This is an optimization exercise on Yosys and OpenROAD, whose aim is small area and a short achievable clock period, not a production implementation.
Only simulation tests tie the RTL to the original design; equivalence was not proved.
Power figures rest on the tool's default switching activity, not on a simulated workload.

the reference run:
Design ALU_TOP, start of the top module:
module ALU_TOP #(parameter Width = 16)
(
  input  [Width-1:0] A,
  input  [Width-1:0] B,
  input  [3:0]       ALU_FUN,
  input              CLK,
  input              RST,
  output [Width-1:0] Arith_OUT,
  output             Arith_Flag,
  output             Carry_OUT,
  output [Width-1:0] Logic_Out,
  output             Logic_Flag,
  output [Width-1:0] CMP_OUT,
  output             CMP_Flag,
  output             Shift_Flag,
  output [Width-1:0] Shift_OUT
);
clock: 32.0 ns
lec_check: 0
abc_area: 1
cap_margin: 20
core_margin: 2
core_utilization: 40
cts_buf_list: sky130_fd_sc_hd__clkbuf_8
slew_margin: 20
standard.sh (not shown) runs the stock make flow with config.mk's settings and CLKGATE_MAP_FILE= SYNTH_SCRIPT=/design/flow/synth_recipe.tcl, a recipe that flattens the netlist after the stock synthesis.
==> flow/flow/run.sh <==
#!/bin/bash
export BUFFER_PORTS_ARGS="-buffer_cell sky130_fd_sc_hd__buf_1"
cp -r "$FLOW_HOME/scripts" ./scripts_abc
printf 'strash\ndc2\ndch\nmap -B 0.9\ntopo\nstime -c\nbuffer -c\nupsize -c\ndnsize -c\n' > scripts_abc/abc_area.script
bash standard.sh SCRIPTS_DIR=$PWD/scripts_abc ADDER_MAP_FILE= SETUP_SLACK_MARGIN=12.5 finish > standard.log 2>&1
The reference run went all the way through the flow, and no timing, DRC or antenna check failed.
diff inputs: the reference run => the trial run
# the reference run
export LEC_CHECK = 0
export ABC_AREA = 1
export CAP_MARGIN = 20
export CORE_MARGIN = 2
export CORE_UTILIZATION = 40
export CTS_BUF_LIST = sky130_fd_sc_hd__clkbuf_8
export SLEW_MARGIN = 20
create_clock -name core_clock -period 32.0 [get_ports {CLK}]
# the trial run
export LEC_CHECK = 0
export ABC_AREA = 1
export CAP_MARGIN = 20
export CORE_MARGIN = 2
export CORE_UTILIZATION = 40
export CTS_BUF_LIST = sky130_fd_sc_hd__clkbuf_8
export SLEW_MARGIN = 20
export TNS_END_PERCENT = 0
create_clock -name core_clock -period 32.0 [get_ports {CLK}]
==> flow/flow/run.sh <==
#!/bin/bash
# The standard layout, with two changes: synthesis leaves the adders to abc
# (no full/half-adder cells are extracted; registers are untouched), and the
# ports are buffered with the smallest buffer.
export BUFFER_PORTS_ARGS="-buffer_cell sky130_fd_sc_hd__buf_1"
bash standard.sh ADDER_MAP_FILE= SETUP_SLACK_MARGIN=15 finish > standard.log 2>&1
From the reference run to the trial run the numbers moved as follows: layout inverter count without the clock tree climbed 82, fmax now sits higher, arrival time at the worst endpoint lost 2.57 ns, critical path depth fell 32%.
Diff the reference run -> the trial run | logic gate share of total power | increase of 3.3 points
Of the trial run and the reference run, the run reporting the lower count of clock-buffer cells in the layout was the reference run.
Looking across the trial run and the reference run, the single run that reached the end with no open violations was the reference run.
Number of fill cells, the trial run vs the reference run: up by more than 10%


ALU_TOP again, from the RTL that the note above started with.
==> flow/config.mk <==
export PLATFORM = sky130hd
export DESIGN_NAME = ALU_TOP
export DESIGN_NICKNAME = ALU_TOP
export VERILOG_FILES = /design/flow/design.v
export SDC_FILE = /design/flow/constraint.sdc
export NUM_CORES = 4
export LEC_CHECK = 0
export ABC_AREA = 1
export CAP_MARGIN = 20
export CORE_MARGIN = 2
export CORE_UTILIZATION = 40
export CTS_BUF_LIST = sky130_fd_sc_hd__clkbuf_8
export SLEW_MARGIN = 20
==> flow/constraint.sdc <==
create_clock -name core_clock -period 32.0 [get_ports {CLK}]
set_input_delay 6.4000 -clock core_clock [delete_from_list [all_inputs] [get_ports {CLK}]]
set_output_delay 6.4000 -clock core_clock [all_outputs]
set_load 0.01 [all_outputs]
==> flow/flow/run.sh <==
#!/bin/bash
# The standard layout (standard.sh, all ORFS steps), with three changes:
# - synthesis leaves the adders to abc (ADDER_MAP_FILE empty: no full/half
#   adder cells are extracted; registers are untouched);
# - the ports are buffered with the smallest buffer (buf_1);
# - repair_timing aims for 14 ns of setup slack, which makes it size up the
#   critical paths although the 32 ns clock is met.
# All of the tools' output goes to standard.log; ORFS's own logs stay under
# orfs/logs.
export BUFFER_PORTS_ARGS="-buffer_cell sky130_fd_sc_hd__buf_1"
bash standard.sh ADDER_MAP_FILE= SETUP_SLACK_MARGIN=13.5 finish > standard.log 2>&1
The starting point passed the timing, DRC and antenna checks.
Change:
--- a/flow/flow/run.sh
+++ b/flow/flow/run.sh
@@ -10,2 +10,2 @@
 export BUFFER_PORTS_ARGS="-buffer_cell sky130_fd_sc_hd__buf_1"
-bash standard.sh ADDER_MAP_FILE= SETUP_SLACK_MARGIN=13.5 finish > standard.log 2>&1
+bash standard.sh ADDER_MAP_FILE= SETUP_SLACK_MARGIN=14 finish > standard.log 2>&1
- The new run passed the timing, DRC and antenna checks
- fmax rises by a few percent
- global-route usage is about the same
- total power rises slightly
- synthesized area does not change
- clock-buffer cell count stays the same
- hold slack barely changes
- routed wire length rises slightly
- setup slack is better by 370 ps
- sequential share of layout area falls by 0.11 points
- non-clock buffer count rises by 12
- core utilization rises by 0.85 points
Change:
--- a/flow/flow/run.sh
+++ b/flow/flow/run.sh
@@ -10,2 +10,2 @@
 export BUFFER_PORTS_ARGS="-buffer_cell sky130_fd_sc_hd__buf_1"
-bash standard.sh ADDER_MAP_FILE= SETUP_SLACK_MARGIN=14 finish > standard.log 2>&1
+bash standard.sh ADDER_MAP_FILE= SETUP_SLACK_MARGIN=14 RECOVER_POWER=100 finish > standard.log 2>&1
Now the flow completed, yet does not pass: max-capacitance violations, max-slew violations.
Synthesized area does not change.
Combinational power falls by about 2%.
Wire length barely changes.
Worst setup slack degrades by 4900 ps.
Clock power barely changes.
Via count stays flat.
Cell area falls by 2.3%.
Total power falls by 1.0%.
Final cell count barely changes.
Sequential power stays flat.


ALU_TOP again, from the RTL that the note above started with.
export LEC_CHECK = 0
export ABC_AREA = 1
export CAP_MARGIN = 20
export CORE_MARGIN = 2
export CORE_UTILIZATION = 40
export CTS_BUF_LIST = sky130_fd_sc_hd__clkbuf_8
export SLEW_MARGIN = 20
create_clock -name core_clock -period 32.0 [get_ports {CLK}]
==> flow/flow/run.sh <==
#!/bin/bash
# The standard layout, with two changes: synthesis leaves the adders to abc
# (no full/half-adder cells are extracted; registers are untouched), and the
# ports are buffered with the smallest buffer.
export BUFFER_PORTS_ARGS="-buffer_cell sky130_fd_sc_hd__buf_1"
bash standard.sh ADDER_MAP_FILE= SETUP_SLACK_MARGIN=15 finish > standard.log 2>&1
The starting point went through all stages and came out clean.
Next try:
==> flow/flow/run.sh (replaced) <==
#!/bin/bash
# The standard layout (standard.sh, all ORFS steps), with three changes:
# - synthesis leaves the adders to abc (ADDER_MAP_FILE empty: no full/half
#   adder cells are extracted; registers are untouched);
# - the ports are buffered with the smallest buffer (buf_1);
# - repair_timing aims for 14 ns of setup slack, which makes it size up the
#   critical paths although the 32 ns clock is met.
# All of the tools' output goes to standard.log; ORFS's own logs stay under
# orfs/logs.
export BUFFER_PORTS_ARGS="-buffer_cell sky130_fd_sc_hd__buf_1"
bash standard.sh ADDER_MAP_FILE= SETUP_SLACK_MARGIN=14 finish > standard.log 2>&1
CAP_MARGIN = 0   (was 20)
CORE_UTILIZATION = 55   (was 40)
SLEW_MARGIN = 0   (was 20)
Result: The new run finished clean; power decreases by 14%; non-clock buffer count drops by 82; cell area decreases by about 15%; wire length decreases by 11%; core utilization climbs by 8.7 points; area after synthesis does not change; global-route usage grows by 8.0 points.
Next try:
--- a/flow/flow/run.sh
+++ b/flow/flow/run.sh
@@ -10,2 +10,2 @@
 export BUFFER_PORTS_ARGS="-buffer_cell sky130_fd_sc_hd__buf_1"
-bash standard.sh ADDER_MAP_FILE= SETUP_SLACK_MARGIN=14 finish > standard.log 2>&1
+bash standard.sh ADDER_MAP_FILE= SETUP_SLACK_MARGIN=14.4 finish > standard.log 2>&1
CAP_MARGIN = 20   (was 0)
CORE_UTILIZATION = 40   (was 55)
CTS_BUF_LIST = default   (was sky130_fd_sc_hd__clkbuf_8)
SLEW_MARGIN = 20   (was 0)
Effect: The new run went through all stages and came out clean. Worst setup slack is better by 0.21 ns. Critical path depth increases by 2. Power increases by 6.8%. Non-clock buffer count increases by 10. Synthesized area stays the same. Count of clock-buffer cells in the layout increases by 1. Design area increases by 4.2%. Via count increases by 0.95%. Combinational power increases by about 3%. Wire length increases by about 6%. Clock power increases by 56%.
Next try:
==> flow/flow/run.sh (replaced) <==
#!/bin/bash
# The standard layout, with two changes: synthesis leaves the adders to abc
# (no full/half-adder cells are extracted; registers are untouched), and the
# ports are buffered with the smallest buffer.
export BUFFER_PORTS_ARGS="-buffer_cell sky130_fd_sc_hd__buf_1"
bash standard.sh ADDER_MAP_FILE= SETUP_SLACK_MARGIN=16 finish > standard.log 2>&1
CTS_BUF_LIST = sky130_fd_sc_hd__clkbuf_8   (was default)
After rerunning:
- clock-buffer cell count is unchanged
- global-route usage grows by 4.5 points
- utilization grows by 14 points
- sequential cell count is unchanged
- setup slack gets better by 0.14 ns


ALU_TOP again, from the RTL that the note above started with.
clock: 32.0 ns
lec_check: 0
abc_area: 1
cap_margin: 20
core_margin: 2
core_utilization: 40
cts_buf_list: sky130_fd_sc_hd__clkbuf_16
slew_margin: 20
==> flow/flow/run.sh <==
#!/bin/bash
# The standard layout (standard.sh, all ORFS steps), with three changes:
# - synthesis leaves the adders to abc (ADDER_MAP_FILE empty: no full/half
#   adder cells are extracted; registers are untouched);
# - the ports are buffered with the smallest buffer (buf_1);
# - repair_timing aims for 14 ns of setup slack, which makes it size up the
#   critical paths although the 32 ns clock is met.
# All of the tools' output goes to standard.log; ORFS's own logs stay under
# orfs/logs.
export BUFFER_PORTS_ARGS="-buffer_cell sky130_fd_sc_hd__buf_1"
bash standard.sh ADDER_MAP_FILE= SETUP_SLACK_MARGIN=14.5 finish > standard.log 2>&1
The first run ran to the end with no violations.
Edit:
==> flow/flow/run.sh (replaced) <==
#!/bin/bash
# The standard layout, with two changes: synthesis leaves the adders to abc
# (no full/half-adder cells are extracted; registers are untouched), and the
# ports are buffered with the smallest buffer.
export BUFFER_PORTS_ARGS="-buffer_cell sky130_fd_sc_hd__buf_1"
bash standard.sh ADDER_MAP_FILE= finish > standard.log 2>&1
CORE_UTILIZATION = 55   (was 40)
CTS_BUF_LIST = sky130_fd_sc_hd__clkbuf_8   (was sky130_fd_sc_hd__clkbuf_16)
Sequential cell count is unchanged.
Final cell count is lower by 4.8%.
Clock-buffer cell count does not change.
Routed wire length falls by 9.3%.
Power is lower by 9.1%.
Via count went down by 3.1%.
Maximum frequency went down by 8.8%.
Edit:
--- a/flow/flow/run.sh
+++ b/flow/flow/run.sh
@@ -4,3 +4,3 @@
 # ports are buffered with the smallest buffer.
 export BUFFER_PORTS_ARGS="-buffer_cell sky130_fd_sc_hd__buf_1"
-bash standard.sh ADDER_MAP_FILE= finish > standard.log 2>&1
+bash standard.sh ADDER_MAP_FILE= SETUP_SLACK_MARGIN=14 finish > standard.log 2>&1
CORE_UTILIZATION = 40   (was 55)
=>
- routed wire length rose by 8.0%
- setup slack is better by 1.4 ns
- total power grows by 3.7%
- area after synthesis stays the same
- clock power came out higher by 10%
- worst hold slack is worse by 0.014 ns
Edit:
==> flow/flow/run.sh (replaced) <==
#!/bin/bash
# The standard layout (standard.sh, all ORFS steps), with three changes:
# - synthesis leaves the adders to abc (ADDER_MAP_FILE empty: no full/half
#   adder cells are extracted; registers are untouched);
# - the ports are buffered with the smallest buffer (buf_1);
# - repair_timing aims for 14 ns of setup slack, which makes it size up the
#   critical paths although the 32 ns clock is met.
# All of the tools' output goes to standard.log; ORFS's own logs stay under
# orfs/logs.
export BUFFER_PORTS_ARGS="-buffer_cell sky130_fd_sc_hd__buf_1"
bash standard.sh ADDER_MAP_FILE= SETUP_SLACK_MARGIN=13 finish > standard.log 2>&1
Effect: Worst hold slack stays flat. Power shrinks by 2.0%. Sequential share of layout area increases by 0.18 points.
Edit:
--- a/flow/flow/run.sh
+++ b/flow/flow/run.sh
@@ -9,3 +9,3 @@
 # orfs/logs.
 export BUFFER_PORTS_ARGS="-buffer_cell sky130_fd_sc_hd__buf_1"
-bash standard.sh ADDER_MAP_FILE= SETUP_SLACK_MARGIN=13 finish > standard.log 2>&1
+bash standard.sh ADDER_MAP_FILE= SETUP_SLACK_MARGIN=14 finish > standard.log 2>&1
CTS_BUF_LIST = sky130_fd_sc_hd__clkbuf_16   (was sky130_fd_sc_hd__clkbuf_8)
Result: Global-route usage barely changes. Non-clock buffer count rises by 13. Power rises by 5.0%.

port drivers added, routing unchanged:
Ports are ideal in the flow. The routed layouts listed here were re-timed in OpenROAD. Step 1 sets driving cells, clkbuf_16 on the clock port and buf_2 on the other inputs (assumed; they add their load-dependent delay and slew). Step 2 adds t to the input delays and takes it off the output delays; t is the mean of the earliest and latest rising clock arrival at the registers after step 1. Input paths then give back, and output paths get back, about the clock's delay inside the block. a / b / c = no drivers / after step 1 / after step 2; a / b = the first two.
| run | shift t [ns] | setup WS [ns] | latest minus earliest clock arrival (ns) | slew at the worst register clock pin (ns) |
|---|---|---|---|---|
| the reference run | 0.338 | 12.571 / 12.537 / 12.875 | 0.014 / 0.014 | 0.09 / 0.09 |
| the trial run | 0.350 | 15.140 / 15.105 / 15.456 | 0.013 / 0.013 | 0.10 / 0.10 |
| the first run of note 2 | 0.348 | 14.401 / 14.367 / 14.715 | 0.013 / 0.014 | 0.10 / 0.10 |
| the second run of note 2 | 0.348 | 14.775 / 14.741 / 15.088 | 0.011 / 0.011 | 0.09 / 0.09 |
| the third run of note 2 | 0.347 | 9.831 / 9.797 / 10.143 | 0.013 / 0.013 | 0.09 / 0.09 |
| the first run of note 3 | 0.350 | 15.234 / 15.199 / 15.549 | 0.014 / 0.013 | 0.10 / 0.10 |
| the second run of note 3 | 0.332 | 14.904 / 14.871 / 15.203 | 0.012 / 0.011 | 0.09 / 0.09 |
| the third run of note 3 | 0.334 | 15.117 / 15.077 / 15.411 | 0.008 / 0.008 | 0.07 / 0.07 |
| the fourth run of note 3 | 0.353 | 15.254 / 15.218 / 15.571 | 0.012 / 0.013 | 0.09 / 0.09 |
| the first run of note 4 | 0.336 | 15.016 / 14.975 / 15.311 | 0.010 / 0.010 | 0.07 / 0.07 |
| the second run of note 4 | 0.331 | 13.371 / 13.338 / 13.668 | 0.012 / 0.013 | 0.09 / 0.09 |
| the third run of note 4 | 0.348 | 14.775 / 14.741 / 15.088 | 0.011 / 0.011 | 0.09 / 0.09 |
| the fourth run of note 4 | 0.348 | 14.101 / 14.067 / 14.414 | 0.014 / 0.013 | 0.10 / 0.10 |
| the fifth run of note 4 | 0.333 | 14.593 / 14.553 / 14.886 | 0.009 / 0.010 | 0.07 / 0.07 |
